Source: an optimization exercise on an open RTL-to-GDS flow (aim: small area). Production flows keep margins and buffers that such runs may drop. Only simulation tests tie the RTL to the original design; equivalence was not proved.

==> flow/design.v (outline; a module is shown in full before it is edited, if it fits) <==
// module FFT: 174 lines
// module rca: 16 lines
// module s1mulb: 202 lines
// module s2mulb: 274 lines
module FFT(
    input                   clk,
    input                   rst_n,
    input                   valid_i,
    input signed [10:0]     x_r,
    output                  finish,
    output signed [16:0]    answer
);
  // ...
==> flow/run.sh <==
#!/bin/bash
# synth_recipe.tcl (not shown) runs the flow's synth.tcl, then flattens the netlist and writes it again
# the make line also repeats each setting of config.mk as NAME=value (left out here)
make -C /OpenROAD-flow-scripts/flow DESIGN_CONFIG=/design/flow/config.mk WORK_HOME=/design/flow/orfs CLKGATE_MAP_FILE= SYNTH_SCRIPT=/design/flow/synth_recipe.tcl finish
==> flow/config.mk <==
export PLATFORM = sky130hd
export DESIGN_NAME = FFT
export DESIGN_NICKNAME = FFT
export VERILOG_FILES = /design/flow/design.v
export SDC_FILE = /design/flow/constraint.sdc
export NUM_CORES = 4
export LEC_CHECK = 0
export CAP_MARGIN = 20
export CORE_MARGIN = 2
export CORE_UTILIZATION = 40
export CTS_CLUSTER_DIAMETER = 80
export CTS_CLUSTER_SIZE = 32
export SLEW_MARGIN = 20
==> flow/constraint.sdc <==
create_clock -name core_clock -period 10.0 [get_ports {clk}]
set_input_delay 2.0000 -clock core_clock [delete_from_list [all_inputs] [get_ports {clk}]]
set_output_delay 2.0000 -clock core_clock [all_outputs]
set_load 0.01 [all_outputs]
==> results.tsv, run 1 <==
metric	value	unit
status	finished clean	
crit-path max FO	25	
Crit Path Category	flip-flop to flip-flop	
mux share of post-synthesis cell area	2.645	%
Antenna Cells	1	
CORE AREA	0.1370	sq mm
first-pass GRT wire length	171600	um
Post-CTS Repair Setup Buffers	0	
WHS Path Cells	0	
Non-Clock Inverter Count	394	
RSZ-0062 raised after global routing	false	
Vias	30990	
GP Congestion	0.8904	
crit end category	flip-flop	
worst reg2reg startpoint	c4[0]	
WHS Endpoint	sr2[141]	
# rows	136	
max reg flops	352	
Max Fclk	0.1178	GHz
synthesized area	0.05507	sq mm
clk root buf	clkbuf_16	
Signal buffers	68	
clkbuf count	61	
yosys warns	3	
non-filler cells, final	6503	
placed cell areas	0.05717	sq mm
GRT Max-Usage Layer	met2	
HPWL after DPL	80510	um
==> inputs of run 2 (changes only) <==
--- a/flow/config.mk
+++ b/flow/config.mk
@@ -8,6 +8,6 @@
 export CAP_MARGIN = 20
 export CORE_MARGIN = 2
 export CORE_UTILIZATION = 40
-export CTS_CLUSTER_DIAMETER = 80
-export CTS_CLUSTER_SIZE = 32
+export CTS_CLUSTER_DIAMETER = 100
+export CTS_CLUSTER_SIZE = 28
 export SLEW_MARGIN = 20
==> results.tsv, run 2 <==
metric	value	unit	change
commonest non-fill, non-tap cell in the layout	dfxtp_1		
HPWL after DPL	80510	um	unchanged
H-tree depth	2		
post-synth top area cell	dfxtp_1		
Top reg by flops	ring		
Die Y-Extent	375.0	um	
synthesized area	0.05507	sq mm	unchanged
drt wl/cell	16.44	um	
count of different cell masters after synthesis	96		
Data arrival, critical path	9.10	ns	
EDFF count, synth	0		
GRT Total Usage	15.29	%	
number of global-route vias before repair	30920		
PostCTS Resize Cnt	0		
Post-Syn Instances	4753		
# fillers	12790		
register area share after synthesis	53.01	%	
post-route antenna net violation count	0		
startpoint types	flip-flop		
clk root buf	clkbuf_16		
Slew headroom	28.95	%	
Crit Path Category	flip-flop to flip-flop		
maxcap violations	0		
yosys warns	3		unchanged
Slew Viols, Final	0		
TritonCTS clock tree	yes		
CORE AREA	0.1370	sq mm	unchanged
Setup TNS	0	ns	
grt ovf	0		
crit-path max FO	25		unchanged
main flop type after synthesis	dfxtp_1		
die area	0.1407	sq mm	
syn_nets	5365		
area grow syn2layout	6.778	%	
Initial DRC Count	1831		
Buffers on Ports	31		
Post-CTS Repair Setup Buffers	0		unchanged
synth top area cells	dfxtp_1, fa_1, ha_1, xnor2_1, a21oi_1		
max reg flops	352		unchanged
ys async rst share	0.8941	%	
status	finished clean		
area share of the leading cell type in the synthesized netlist	52.39	%	
Antenna Cells	0		-1
Yosys reg bits	1454		
clock skew	0.02867	ns	
min Tclk post-route	8.482	ns	
slew of the pin with the lowest slew margin	1.066	ns	
Nets	5298		
clock buffer depth	3		
Die Width	375.0	um	
Final Hold Fails	0		
Largest regs	ring: 352 flops, bf1: 255 flops, sr2: 240 flops		
# hold bufs at CTS	0		
top-count cell post-synth	dfxtp_1		
clock latency (worst-skew pair)	0.69	ns	
Vias	31030		+0.16%
GP Congestion	0.8904		unchanged
Initial Util	40.20	%	
Tightest Hold Check Type	flip-flop to flip-flop		
syn avg cell area	11.59	sq um	
Tcrit/Tclk final	84.82	%	
clock slew seen by the registers of the worst setup and hold paths	0.10	ns	
initial antenna violation count	3		
first-pass GRT wire length	171800	um	+0.11%
First-pass DRT Iterations	5		
final setup violation count	0		
Max Fclk	0.1179	GHz	+0.10%
Post-Route WL	106800	um	
# rows	136		unchanged
most instantiated cells after synthesis	dfxtp_1, inv_1, fa_1		
Sink Count	1454		
crit end category	flip-flop		
Ports	32		
largest net degree at the start of global routing	84		
most frequent cells in the layout	dfxtp_1, inv_1, fa_1		
hold slack	0.3180	ns	
RSZ-0062 raised after global routing	false		
via/cell ratio	4.780		
CP required	10.62	ns	
layout cells sized above 1	5.469	%	
cts bufs inserted	59		
DRC Markers	0		
[run 2: cell counts after synthesis]
Identical to the previous run, type by type.
[run 2: worst paths after layout]
kind / startpoint / endpoint / slack (ns) / cells after the start
setup / recovery: c4[0] / y[16] / 1.52 / 23
hold / removal: prl[64] / prl[79] / 0.32 / 0
setup reg to reg: c4[0] / y[16] / 1.52 / 23
hold reg to reg: prl[64] / prl[79] / 0.32 / 0
max in group asynchronous: rst_n / A[5] / 7.92 / 1
min in group asynchronous: rst_n / C2[2] / 2.04 / 1
[run 2: layout make-up]
cell class	count	area [sq um]	share of cell area (%)
Sequential cell	1454	29200	49.67
Multi-Input combinational cell	2709	23650	40.22
Tap cell	1794	2245	3.817
Clock buffer	65	1509	2.566
Inverter	394	1479	2.515
Timing Repair Buffer	68	588.1	1.000
Clock inverter	9	123.9	0.2107
[run 2: cell families (layout without fill, tap and decap cells)]
group           Yosys count  in the layout  synth area share (%)
flops                  1454           1454                 53.01
compound gates          875            875                 9.759
simple gates            751            751                 5.982
fa+ha+maj               604            604                 18.94
buf+inv                 590            536                 4.103
xor+xnor                343            343                 5.560
mux                     136            136                 2.645
[run 2: per-layer routing]
metal  GRT usage [%]  wire (um)  part of all wire (%)
met3           1.720       3652                   3.4
met2           24.42      48040                    45
met4           3.500       1992                   1.9
met1           22.20      53060                    50
met5               0         13                 0.012
[run 2: critical path: stages, from the launching register on]
cell,delay (ns)
dfxtp_1,0.36
nor2b_1,0.13
buf_4,0.25
nand2_1,0.48
a211oi_1,0.38
a31oi_1,0.09
fa_1,0.45
fa_1,0.39
fa_1,0.39
fa_1,0.39
fa_1,0.39
fa_1,0.41
fa_1,0.40
fa_1,0.39
fa_1,0.40
fa_1,0.40
fa_1,0.42
fa_1,0.40
fa_1,0.40
fa_1,0.39
fa_1,0.38
fa_1,0.38
xnor2_1,0.21
xnor2_1,0.13
[run 2: stage by stage]
step	utilization, %	area [sq um]	setup slack, ns	cells
6_report	42.93	58800	1.518	6493
2_1_floorplan	-	55070	2.231	4753
3_5_place_dp	41.73	57170	1.521	6419
4_1_cts	42.93	58800	1.500	6493
3_3_place_gp	41.73	57170	1.625	6419
5_1_grt	42.93	58800	0.8563	6493
==> inputs of run 3 (changes only) <==
--- a/flow/config.mk
+++ b/flow/config.mk
@@ -7,7 +7,8 @@
 export LEC_CHECK = 0
 export CAP_MARGIN = 20
 export CORE_MARGIN = 2
-export CORE_UTILIZATION = 40
+export CORE_UTILIZATION = 55
 export CTS_CLUSTER_DIAMETER = 100
 export CTS_CLUSTER_SIZE = 28
+export PLACE_DENSITY = 0.75
 export SLEW_MARGIN = 20
==> results.tsv, run 3 <==
metric	value	unit	change
Synth Area in Compound Gates	9.759	%	unchanged
worst path cell trace	nor2b_1, buf_4, nand2_1, a211oi_1, a31oi_1, fa_1, fa_1, fa_1, fa_1, fa_1, fa_1, fa_1, fa_1, fa_1, fa_1, fa_1, fa_1, fa_1, fa_1, fa_1, fa_1, xnor2_1, xnor2_1		
worst reg2reg startpoint	c4[0]		
CORE AREA	0.09971	sq mm	-27%
main flop type after synthesis	dfxtp_1		
cell area after layout	0.05826	sq mm	-0.93%
drt wl/cell	17.18	um	+4.5%
Data arrival, critical path	9.06	ns	-0.04 ns
Tightest Hold Check Type	flip-flop to flip-flop		
Crit Path Category	flip-flop to flip-flop		
Die Y-Extent	320.4	um	-15%
Yosys reg bits	1454		unchanged
H-tree depth	2		unchanged
mux share of post-synthesis cell area	2.645	%	unchanged
largest net degree at the start of global routing	90		+7.1%
GRT Total Usage	20.41	%	+5.1 points
WHS Endpoint	bf1[100]		
area grow syn2layout	5.789	%	
RR Endpoint	y[16]		
Slew headroom	32.37	%	+3.4 points
post-synth top area cell	dfxtp_1		
Buffers on Ports	31		unchanged
CP max stage cell	nand2_1		
ys async rst share	0.8941	%	unchanged
clock latency (worst-skew pair)	0.67	ns	-0.02 ns
Initial Util	55.23	%	+15 points
hold slack	0.2971	ns	-0.02086 ns
area share of xor/xnor cells in the synthesized design	5.560	%	unchanged
Post-Syn Instances	4753		unchanged
syn avg cell area	11.59	sq um	unchanged
number of global-route vias before repair	31800		+2.8%
Max Fclk	0.1181	GHz	+0.13%
worst r2r path cells	23		unchanged
RSZ-0062 raised after global routing	false		
Die Width	320.4	um	-15%
final setup violation count	0		unchanged
post-route antenna net violation count	0		unchanged
non-filler cells, final	5994		-7.7%
PostCTS Resize Cnt	0		unchanged
Post-CTS Repair Setup Buffers	0		unchanged
Tcrit/Tclk final	84.71	%	-0.11 points
Sink Count	1454		unchanged
Placement Setup Slack	1.566	ns	+0.04475 ns
max reg flops	352		unchanged
cts bufs inserted	61		+3.4%
hold_sp	bf1[83]		
setup ws final	1.529	ns	+0.01128 ns
DRC Markers	0		unchanged
crit end category	flip-flop		
TritonCTS clock tree	yes		
count of different cell masters after synthesis	96		unchanged
first-pass GRT wire length	167400	um	-2.5%
EDFF count, synth	0		unchanged
status	finished clean		
GP Congestion	0.9124		+2.5%
# hold bufs at CTS	0		unchanged
Final Hold Fails	0		unchanged
Initial DRC Count	1833		+0.11%
# rows	116		-15%
most frequent cells in the layout	dfxtp_1, inv_1, fa_1		
Ports	32		unchanged
startpoint types	flip-flop		
Top reg by flops	ring		
HPWL after DPL	76930	um	-4.4%
synthesized area	0.05507	sq mm	unchanged
Antenna Cells	0		unchanged
clock skew	0.04468	ns	+0.01601 ns
crit-path max FO	25		unchanged
area share of the leading cell type in the synthesized netlist	52.39	%	unchanged
max incr delay on CP	0.45	ns	-0.03 ns
Nets	5296		-0.038%
register area share after synthesis	53.01	%	unchanged
yosys warns	3		unchanged
maxcap violations	0		unchanged
clock buffer depth	3		unchanged
Simple-Gate Fraction of Synth Area	5.982	%	unchanged
Setup TNS	0	ns	unchanged
commonest non-fill, non-tap cell in the layout	dfxtp_1		
main combinational cell family by area after synthesis	adder cells		
initial antenna violation count	3		unchanged
min Tclk post-route	8.471	ns	-0.01128 ns
FF-to-FF setup slack	1.53	ns	about the same
top-count cell post-synth	dfxtp_1		
placed cell areas	0.05650	sq mm	-1.2%
CP required	10.59	ns	-0.03 ns
syn_nets	5365		unchanged
Largest regs	ring: 352 flops, bf1: 255 flops, sr2: 240 flops		
clk root buf	clkbuf_16		
slew of the pin with the lowest slew margin	1.012	ns	-0.05410 ns
Post-Route WL	103000	um	-3.5%
WHS Path Cells	0		unchanged
First-pass DRT Iterations	5		unchanged
Synth Area in Adders	18.94	%	unchanged
most instantiated cells after synthesis	dfxtp_1, inv_1, fa_1		
synth top area cells	dfxtp_1, fa_1, ha_1, xnor2_1, a21oi_1		
layout cells sized above 1	5.345	%	-0.12 points
Critical Path Most Common Cell	fa_1		
Slew Viols, Final	0		unchanged
clock slew seen by the registers of the worst setup and hold paths	0.10	ns	about the same
# fillers	8074		-37%
grt ovf	0		unchanged
via/cell ratio	5.247		+9.8%
Vias	31450		+1.3%
die area	0.1027	sq mm	-27%
Post-Place Cells	5918		-7.8%
## run 3: cell counts after synthesis
Identical to the previous run, type by type.
## run 3: how the worst max path moves through the flow
| stage | start | endpoint | slack, ns |
|---|---|---|---|
| 2_1_floorplan | sr5[0] | sr5[16] | 2.23 |
| 3_3_place_gp | c4[0] | y[16] | 1.70 |
| 3_5_place_dp | c4[0] | y[16] | 1.57 |
| 4_1_cts | c4[0] | y[16] | 1.56 |
| 5_1_grt | c4[0] | y[16] | 1.14 |
| 6_report | c4[0] | y[16] | 1.53 |
## run 3: per-stage QoR
| stage | utilization [%] |
|---|---|
| finish | 58.42 |
| global route | 58.42 |
| CTS | 58.40 |
| detailed placement | 56.66 |
| global placement | 56.66 |
| floorplan | - |
## run 3: cell families (layout without fill, tap and decap cells)
logic type,after synthesis,count (layout)
muxes,136,136
adders and majority gates,604,604
and+or+nand+nor,751,751
buffers and inverters,590,533
DFF,1454,1454
xor gates and xnor gates,343,343
AOI/OAI and AO/OA,875,875
## run 3: final cells by class
type | count | area [sq um] | area share, %
Clock buffer | 68 | 1574 | 2.702
Clock inverter | 7 | 158.9 | 0.2728
Inverter | 394 | 1479 | 2.539
Multi-Input combinational cell | 2709 | 23640 | 40.58
Sequential cell | 1454 | 29200 | 50.13
Tap cell | 1298 | 1624 | 2.788
Timing Repair Buffer | 64 | 578.1 | 0.9923
## run 3: per-layer routing
layer  wire, um  track usage (%)
met3       4274            2.387
met1      47470            28.07
met4       3372            6.771
met5          0                0
met2      47860            33.73
## run 3: critical path, delay by kind of cell, from the launching register on
kind / cells / cell delay [ns]
XOR/XNOR: 2 / 0.36
adder cells (fa/ha/maj): 16 / 6.38
flip-flops: 1 / 0.35
buffers and inverters: 1 / 0.25
AND/OR/NAND/NOR: 2 / 0.58
AO/OA/AOI/OAI: 2 / 0.48
==> module FFT, before the edit <==
module FFT(
    input                   clk,
    input                   rst_n,
    input                   valid_i,
    input signed [10:0]     x_r,
    output                  finish,
    output signed [16:0]    answer
);
    reg [5:0] A;
    reg [5:0] P;
    reg [3:0] c2;
    reg [2:0] c3;
    reg [1:0] c4;
    reg       c5;
    reg       pass2;
    reg [6:0] C2;
    always @(posedge clk or negedge rst_n) begin
        if (!rst_n) begin
            A <= 6'd63;
        end else if (A == 6'd63) begin
            if (valid_i) A <= 6'd0;
        end else begin
            A <= A + 6'd1;
        end
    end
    always @(posedge clk) begin
        if (A == 6'd29) P <= 6'd63;
        else            P <= P + 6'd1;
        c2 <= P[3:0];
        c3 <= c2[2:0];
        c4 <= c3[1:0];
        c5 <= c4[0];
        pass2 <= P[5] ^ ~P[4];
    end
    always @(posedge clk or negedge rst_n) begin
        if (!rst_n)              C2 <= 7'd127;
        else if (A == 6'd50)     C2 <= 7'd0;
        else if (C2 != 7'd127)   C2 <= C2 + 7'd1;
    end
    assign finish = (C2 >= 7'd21) && (C2 <= 7'd84);
    reg [351:0] ring;
    wire [10:0] ring_last = ring[351:341];
    always @(posedge clk) begin
        ring <= {ring[340:0], (valid_i ? x_r : ring_last)};
    end
    wire signed [10:0] Q0 = ring[14*11 +: 11];
    wire signed [10:0] Q1 = ring[30*11 +: 11];
    wire [5:0] Pn = P + 6'd1;
    wire gn = ~Pn[4];
    wire [12:0] q0e = {Q0[10], Q0[10], Q0};
    wire [12:0] q1e = {Q1[10], Q1[10], Q1} ^ {13{~gn}};
    wire [12:0] dsum;
    rca #(13) add_d (.a(q0e), .b(q1e), .ci(~gn), .s(dsum));
    reg  [12:0] dreg;
    always @(posedge clk) dreg <= dsum;
    wire g1 = ~P[4];
    wire signed [11:0] d1 = dreg[11:0];
    wire [13:0] m1r, m1i;
    s1mulb mul1 (.d(d1), .idx(P[3:0]), .pr(m1r), .pi(m1i));
    reg  signed [13:0] s1_r, s1_i;
    always @(posedge clk) begin
        s1_r <= g1 ? {dreg, 1'b0} : m1r;
        s1_i <= g1 ? 14'sd0 : m1i;
    end
    reg  [8*30-1:0] sr2;
    wire signed [14:0] b2r = sr2[8*30-1 -: 15];
    wire signed [14:0] b2i = sr2[8*30-16 -: 15];
    wire signed [14:0] f2r = sr2[29:15];
    wire signed [14:0] f2i = sr2[14:0];
    wire signed [14:0] a2r = {s1_r[13], s1_r};
    wire signed [14:0] a2i = {s1_i[13], s1_i};
    wire first2 = c2[3];
    wire imode = ~c2[3] & (c2[2:0] != 3'd0);
    wire [2:0] widx = imode ? c2[2:0] : c2[2:0] - 3'd1;
    wire signed [14:0] ur = imode ? b2r : f2r;
    wire signed [14:0] ui = imode ? b2i : f2i;
    wire [14:0] t2;
    s2mulb mul2 (.u(ur), .v(ui), .imode(imode), .widx(widx), .p(t2));
    reg  [7*15-1:0] prl;
    wire [14:0] g2r, g2i, h2r, h2i;
    rca #(15) ag2r (.a(a2r), .b(b2r), .ci(1'b0), .s(g2r));
    rca #(15) ag2i (.a(a2i), .b(b2i), .ci(1'b0), .s(g2i));
    rca #(15) ah2r (.a(b2r), .b(~a2r), .ci(1'b1), .s(h2r));
    rca #(15) ah2i (.a(b2i), .b(~a2i), .ci(1'b1), .s(h2i));
    wire [14:0] in2r = first2 ? h2r : a2r;
    wire [14:0] in2i = first2 ? h2i : a2i;
    reg  signed [14:0] s2_r, s2_i;
    always @(posedge clk) begin
        sr2 <= {sr2[7*30-1:0], in2r, in2i};
        prl <= {prl[6*15-1:0], t2};
        s2_r <= first2 ? g2r : prl[7*15-1 -: 15];
        s2_i <= first2 ? g2i : (imode ? t2 : b2i);
    end
    reg  [4*32-1:0] sr3;
    wire signed [15:0] b3r = sr3[4*32-1 -: 16];
    wire signed [15:0] b3i = sr3[4*32-17 -: 16];
    wire signed [15:0] a3r = {s2_r[14], s2_r};
    wire signed [15:0] a3i = {s2_i[14], s2_i};
    wire q3odd = c3[0];
    wire m3 = c3[1];
    wire signed [16:0] S3 = b3r + b3i;
    wire signed [16:0] D3 = b3i - b3r;
    wire signed [16:0] N3 = -S3;
    wire signed [16:0] k1in = m3 ? D3 : S3;
    wire signed [16:0] k2in = m3 ? N3 : D3;
    wire signed [19:0] k1x5 = {{3{k1in[16]}}, k1in} + {{1{k1in[16]}}, k1in, 2'b00};
    wire signed [22:0] k1 = {{3{k1x5[19]}}, k1x5} + {k1x5, 3'b000};
    wire signed [19:0] k2x5 = {{3{k2in[16]}}, k2in} + {{1{k2in[16]}}, k2in, 2'b00};
    wire signed [22:0] k2 = {{3{k2x5[19]}}, k2x5} + {k2x5, 3'b000};
    wire signed [16:0] o1 = m3 ? D3 : {b3i[15], b3i};
    wire signed [16:0] o2 = m3 ? N3 : ~{b3r[15], b3r};
    wire signed [22:0] p3r = k1 + {{6{o1[16]}}, o1};
    wire signed [22:0] p3i = k2 + {{6{o2[16]}}, o2} + {22'd0, ~m3};
    wire first3 = c3[2];
    wire [15:0] g3r, g3i, h3r, h3i;
    rca #(16) ag3r (.a(a3r), .b(b3r), .ci(1'b0), .s(g3r));
    rca #(16) ag3i (.a(a3i), .b(b3i), .ci(1'b0), .s(g3i));
    rca #(16) ah3r (.a(first3 ? b3r : 16'd0), .b(first3 ? ~a3r : ~b3r), .ci(1'b1), .s(h3r));
    rca #(16) ah3i (.a(b3i), .b(~a3i), .ci(1'b1), .s(h3i));
    wire [15:0] t3r = q3odd ? p3r[21:6] : (m3 ? b3i : b3r);
    wire [15:0] t3i = q3odd ? p3i[21:6] : (m3 ? h3r : b3i);
    wire [15:0] in3r = first3 ? h3r : a3r;
    wire [15:0] in3i = first3 ? h3i : a3i;
    reg  signed [15:0] s3_r, s3_i;
    always @(posedge clk) begin
        sr3 <= {sr3[3*32-1:0], in3r, in3i};
        s3_r <= first3 ? g3r : t3r;
        s3_i <= first3 ? g3i : t3i;
    end
    reg  [2*34-1:0] sr4;
    wire signed [16:0] b4r = sr4[2*34-1 -: 17];
    wire signed [16:0] b4i = sr4[2*34-18 -: 17];
    wire signed [16:0] a4r = {s3_r[15], s3_r};
    wire signed [16:0] a4i = {s3_i[15], s3_i};
    wire first4 = c4[1];
    wire neg4 = ~first4 & pass2 & c4[0];
    wire [16:0] y4a = first4 ? (pass2 ? a4i : a4r) : 17'd0;
    wire [16:0] y4b = first4 ? (pass2 ? b4i : b4r)
                    : (pass2 ? (c4[0] ? ~b4r : b4i) : (c4[0] ? b4i : b4r));
    wire [16:0] y4, h4r, h4i;
    rca #(17) ay4  (.a(y4a), .b(y4b), .ci(neg4), .s(y4));
    reg  [16:0] y;
    always @(posedge clk) y <= y4;
    rca #(17) ah4r (.a(b4r), .b(~a4r), .ci(1'b1), .s(h4r));
    rca #(17) ah4i (.a(b4i), .b(~a4i), .ci(1'b1), .s(h4i));
    wire [16:0] in4r = first4 ? h4r : a4r;
    wire [16:0] in4i = first4 ? h4i : a4i;
    always @(posedge clk) begin
        sr4 <= {sr4[34-1:0], in4r, in4i};
    end
    reg [16:0] sr5, zreg;
    wire first5 = c5;
    wire [16:0] g5, h5;
    rca #(17) ag5 (.a(sr5), .b(y), .ci(1'b0), .s(g5));
    rca #(17) ah5 (.a(sr5), .b(~y), .ci(1'b1), .s(h5));
    always @(posedge clk) begin
        sr5  <= first5 ? h5 : y;
        zreg <= first5 ? g5 : sr5;
    end
    wire [4:0] tp1 = C2[4:0];
    wire [4:0] tp2 = C2[4:0] + 5'd17;
    wire sel1 = tp1[4] & ~tp1[0];
    wire sel2 = tp2[3] & ~tp2[1];
    reg [15*17-1:0] bf1;
    reg [6*17-1:0]  bf2;
    wire [16:0] bf1_out = bf1[15*17-1 -: 17];
    wire [16:0] bf2_out = bf2[6*17-1 -: 17];
    wire [16:0] u2 = sel1 ? zreg : bf1_out;
    always @(posedge clk) begin
        bf1 <= {bf1[14*17-1:0], (sel1 ? bf1_out : zreg)};
        bf2 <= {bf2[5*17-1:0], (sel2 ? bf2_out : u2)};
    end
    assign answer = sel2 ? u2 : bf2_out;
endmodule
==> inputs of run 4 (changes only) <==
--- a/flow/design.v
+++ b/flow/design.v
@@ -23,9 +23,12 @@
             A <= A + 6'd1;
         end
     end
+    always @(posedge clk or negedge rst_n) begin
+        if (!rst_n)          P <= 6'd0;
+        else if (A == 6'd29) P <= 6'd63;
+        else                 P <= P + 6'd1;
+    end
     always @(posedge clk) begin
-        if (A == 6'd29) P <= 6'd63;
-        else            P <= P + 6'd1;
         c2 <= P[3:0];
         c3 <= c2[2:0];
         c4 <= c3[1:0];
--- a/flow/config.mk
+++ b/flow/config.mk
@@ -7,8 +7,7 @@
 export LEC_CHECK = 0
 export CAP_MARGIN = 20
 export CORE_MARGIN = 2
-export CORE_UTILIZATION = 55
+export CORE_UTILIZATION = 40
 export CTS_CLUSTER_DIAMETER = 100
 export CTS_CLUSTER_SIZE = 28
-export PLACE_DENSITY = 0.75
 export SLEW_MARGIN = 20
==> results.tsv, run 4 <==
metric	value	unit	change
CP max stage cell	a21oi_1		
GP Congestion	0.9189		+0.71%
Setup TNS	0	ns	unchanged
Final Hold Fails	0		unchanged
register area share after synthesis	52.96	%	about the same
first-pass GRT wire length	170000	um	+1.5%
cell area after layout	0.05814	sq mm	-0.20%
slew of the pin with the lowest slew margin	1.003	ns	-0.008796 ns
area share of the leading cell type in the synthesized netlist	52.06	%	-0.33 points
Slew Viols, Final	0		unchanged
number of global-route vias before repair	31010		-2.5%
crit-path max FO	13		-48%
die area	0.1389	sq mm	+35%
yosys warns	3		unchanged
FF-to-FF setup slack	1.51	ns	-0.02 ns
ys async rst share	1.326	%	+0.43 points
# hold bufs at CTS	0		unchanged
max incr delay on CP	0.68	ns	+0.23 ns
Placement Setup Slack	1.524	ns	-0.04215 ns
Yosys reg bits	1433		-1.4%
layout cells sized above 1	5.022	%	-0.32 points
CORE AREA	0.1351	sq mm	+36%
Vias	30560		-2.8%
EDFF count, synth	0		unchanged
Post-Route WL	105100	um	+2.1%
grt ovf	0		unchanged
placed cell areas	0.05654	sq mm	about the same
First-pass DRT Iterations	5		unchanged
hold_sp	bf1[21]		
Largest regs	ring: 352 flops, bf1: 255 flops, sr2: 240 flops		
synth top area cells	dfxtp_1, fa_1, ha_1, xnor2_1, a21oi_1		
count of different cell masters after synthesis	86		-10%
TritonCTS clock tree	yes		
clk root buf	clkbuf_16		
H-tree depth	2		unchanged
Initial DRC Count	1684		-8.1%
synthesized area	0.05437	sq mm	-1.3%
Sink Count	1433		-1.4%
top-count cell post-synth	dfxtp_1		
most instantiated cells after synthesis	dfxtp_1, inv_1, fa_1		
# rows	135		+16%
clock latency (worst-skew pair)	0.70	ns	+0.03 ns
Tcrit/Tclk final	84.93	%	+0.22 points
clock skew	0.03953	ns	-0.005152 ns
Ports	32		unchanged
min Tclk post-route	8.493	ns	+0.02174 ns
cts bufs inserted	58		-4.9%
RR Endpoint	s1_i[12]		
CP Capture Point	s1_i[12]		
GRT Total Usage	15.20	%	-5.2 points
Top reg by flops	ring		
Die Width	372.7	um	+16%
setup ws final	1.507	ns	-0.02174 ns
CP required	10.62	ns	+0.03 ns
DRC Markers	0		unchanged
status	finished clean		
initial antenna violation count	2		-1
Post-Syn Instances	4724		-0.61%
most frequent cells in the layout	dfxtp_1, inv_1, fa_1		
main flop type after synthesis	dfxtp_1		
Crit Path Category	flip-flop to flip-flop		
syn avg cell area	11.51	sq um	-0.65%
worst r2r path cells	30		+30%
# fillers	12780		+58%
via/cell ratio	4.730		-9.8%
hold slack	0.3077	ns	+0.01053 ns
Post-CTS Repair Setup Buffers	0		unchanged
HPWL after DPL	79170	um	+2.9%
CP startpoint	P[1]		
post-synth top area cell	dfxtp_1		
worst reg2reg startpoint	P[1]		
crit end category	flip-flop		
PostCTS Resize Cnt	0		unchanged
Critical Path Most Common Cell	fa_1		
startpoint types	flip-flop		
final setup violation count	0		unchanged
maxcap violations	0		unchanged
Slew headroom	33.14	%	+0.78 points
Data arrival, critical path	9.11	ns	+0.05 ns
largest net degree at the start of global routing	86		-4.4%
Nets	5276		-0.38%
max reg flops	352		unchanged
Max Fclk	0.1178	GHz	-0.26%
drt wl/cell	16.27	um	-5.3%
clock buffer depth	3		unchanged
RSZ-0062 raised after global routing	false		
Tightest Hold Check Type	flip-flop to flip-flop		
syn_nets	5335		-0.56%
commonest non-fill, non-tap cell in the layout	dfxtp_1		
area grow syn2layout	6.924	%	
Buffers on Ports	31		unchanged
post-route antenna net violation count	0		unchanged
Die Y-Extent	372.7	um	+16%
clock slew seen by the registers of the worst setup and hold paths	0.10	ns	about the same
Initial Util	40.24	%	-15 points
-- run 4: cell count changes in the layout (fill, tap and decap cells not counted), moves of 12 or more --
cell / delta
nor2b_1: +22
mux2_2: -12
dfxtp_1: -28
nor2_1: +42
buf_4: +17
o21ai_0: -13
xnor2_1: -13
xor2_1: +21
-- run 4: layout make-up --
class	count	area [sq um]	share of cell area, %
inverters	388	1456	2.505
clock inverters	7	95.09	0.1636
well taps	1781	2228	3.833
clock buffers	67	1495	2.572
flip-flops and latches	1433	28820	49.56
diodes	1	2.502	0.004304
repair buffers	80	673.1	1.158
multi-input cells	2704	23370	40.20
-- run 4: metrics by stage --
step | util (%) | std cells
2_1_floorplan | - | 4724
3_3_place_gp | 41.84 | 6385
3_5_place_dp | 41.84 | 6385
4_1_cts | 43.02 | 6459
5_1_grt | 43.02 | 6460
6_report | 43.02 | 6461
-- run 4: layer usage --
layer	up-vias	global-route usage, %	wire length (um)
li1	15230	-	-
met1	14730	21.31	50860
met2	483	24.79	47600
met3	124	1.677	3794
met4	0	4.403	2856
met5	-	0	0
-- run 4: kinds of logic (layout without fill, tap and decap cells) --
logic type	after synthesis	count (layout)	synth area share, %
other	0	1	0
multiplexers	127	127	2.501
AND/OR/NAND/NOR	793	793	6.305
buffers and inverters	587	542	4.112
flip-flops	1433	1433	52.96
adder cells (fa/ha/maj)	603	603	19.16
AO/OA/AOI/OAI	833	833	9.308
XOR/XNOR	348	348	5.645
-- run 4: critical path: cells and delay by family (launching register included) --
family          cells  cell delay, ns
xor+xnor            1            0.20
buf+inv             6            0.45
fa+ha+maj          18            6.02
simple gates        2            0.24
flops               1            0.61
compound gates      3            0.92
-- run 4: worst min path at each step --
stage	to	slack (ns)	depth (start not counted)
after floorplan	bf1[100]	0.31	0
after global placement	sr2[115]	0.31	0
after detailed placement	ring[219]	0.31	0
after CTS	sr2[213]	0.32	0
after global routing	sr2[226]	0.33	0
final	bf1[38]	0.31	0

static timing again, ports no longer ideal:
Ports are ideal in the flow. The routed layouts listed here were re-timed in OpenROAD. Step 1: set_driving_cell puts a clkbuf_16 on clk and a buf_2 on each other input, an assumption about the parent block. Step 2, shift: input delay + t, output delay - t, t = (earliest + latest rising clock arrival at the registers) / 2. This alone moves slack from input paths to output paths. Three values: ideal ports, drivers, drivers and shift; two values: the first two.
| run | t (ns) | setup WS [ns] | hold slack, ns | pins driven straight from the clock port |
|---|---|---|---|---|
| run 1 | 0.754 | 1.509 / 1.509 / 1.509 | 0.311 / 0.311 / 0.311 | 1 |
| run 2 | 0.752 | 1.518 / 1.518 / 1.518 | 0.318 / 0.318 / 0.318 | 1 |
| run 3 | 0.720 | 1.529 / 1.529 / 1.529 | 0.297 / 0.297 / 0.297 | 1 |
| run 4 | 0.754 | 1.507 / 1.507 / 1.507 | 0.308 / 0.308 / 0.308 | 1 |
After both steps every run listed still meets setup and hold.
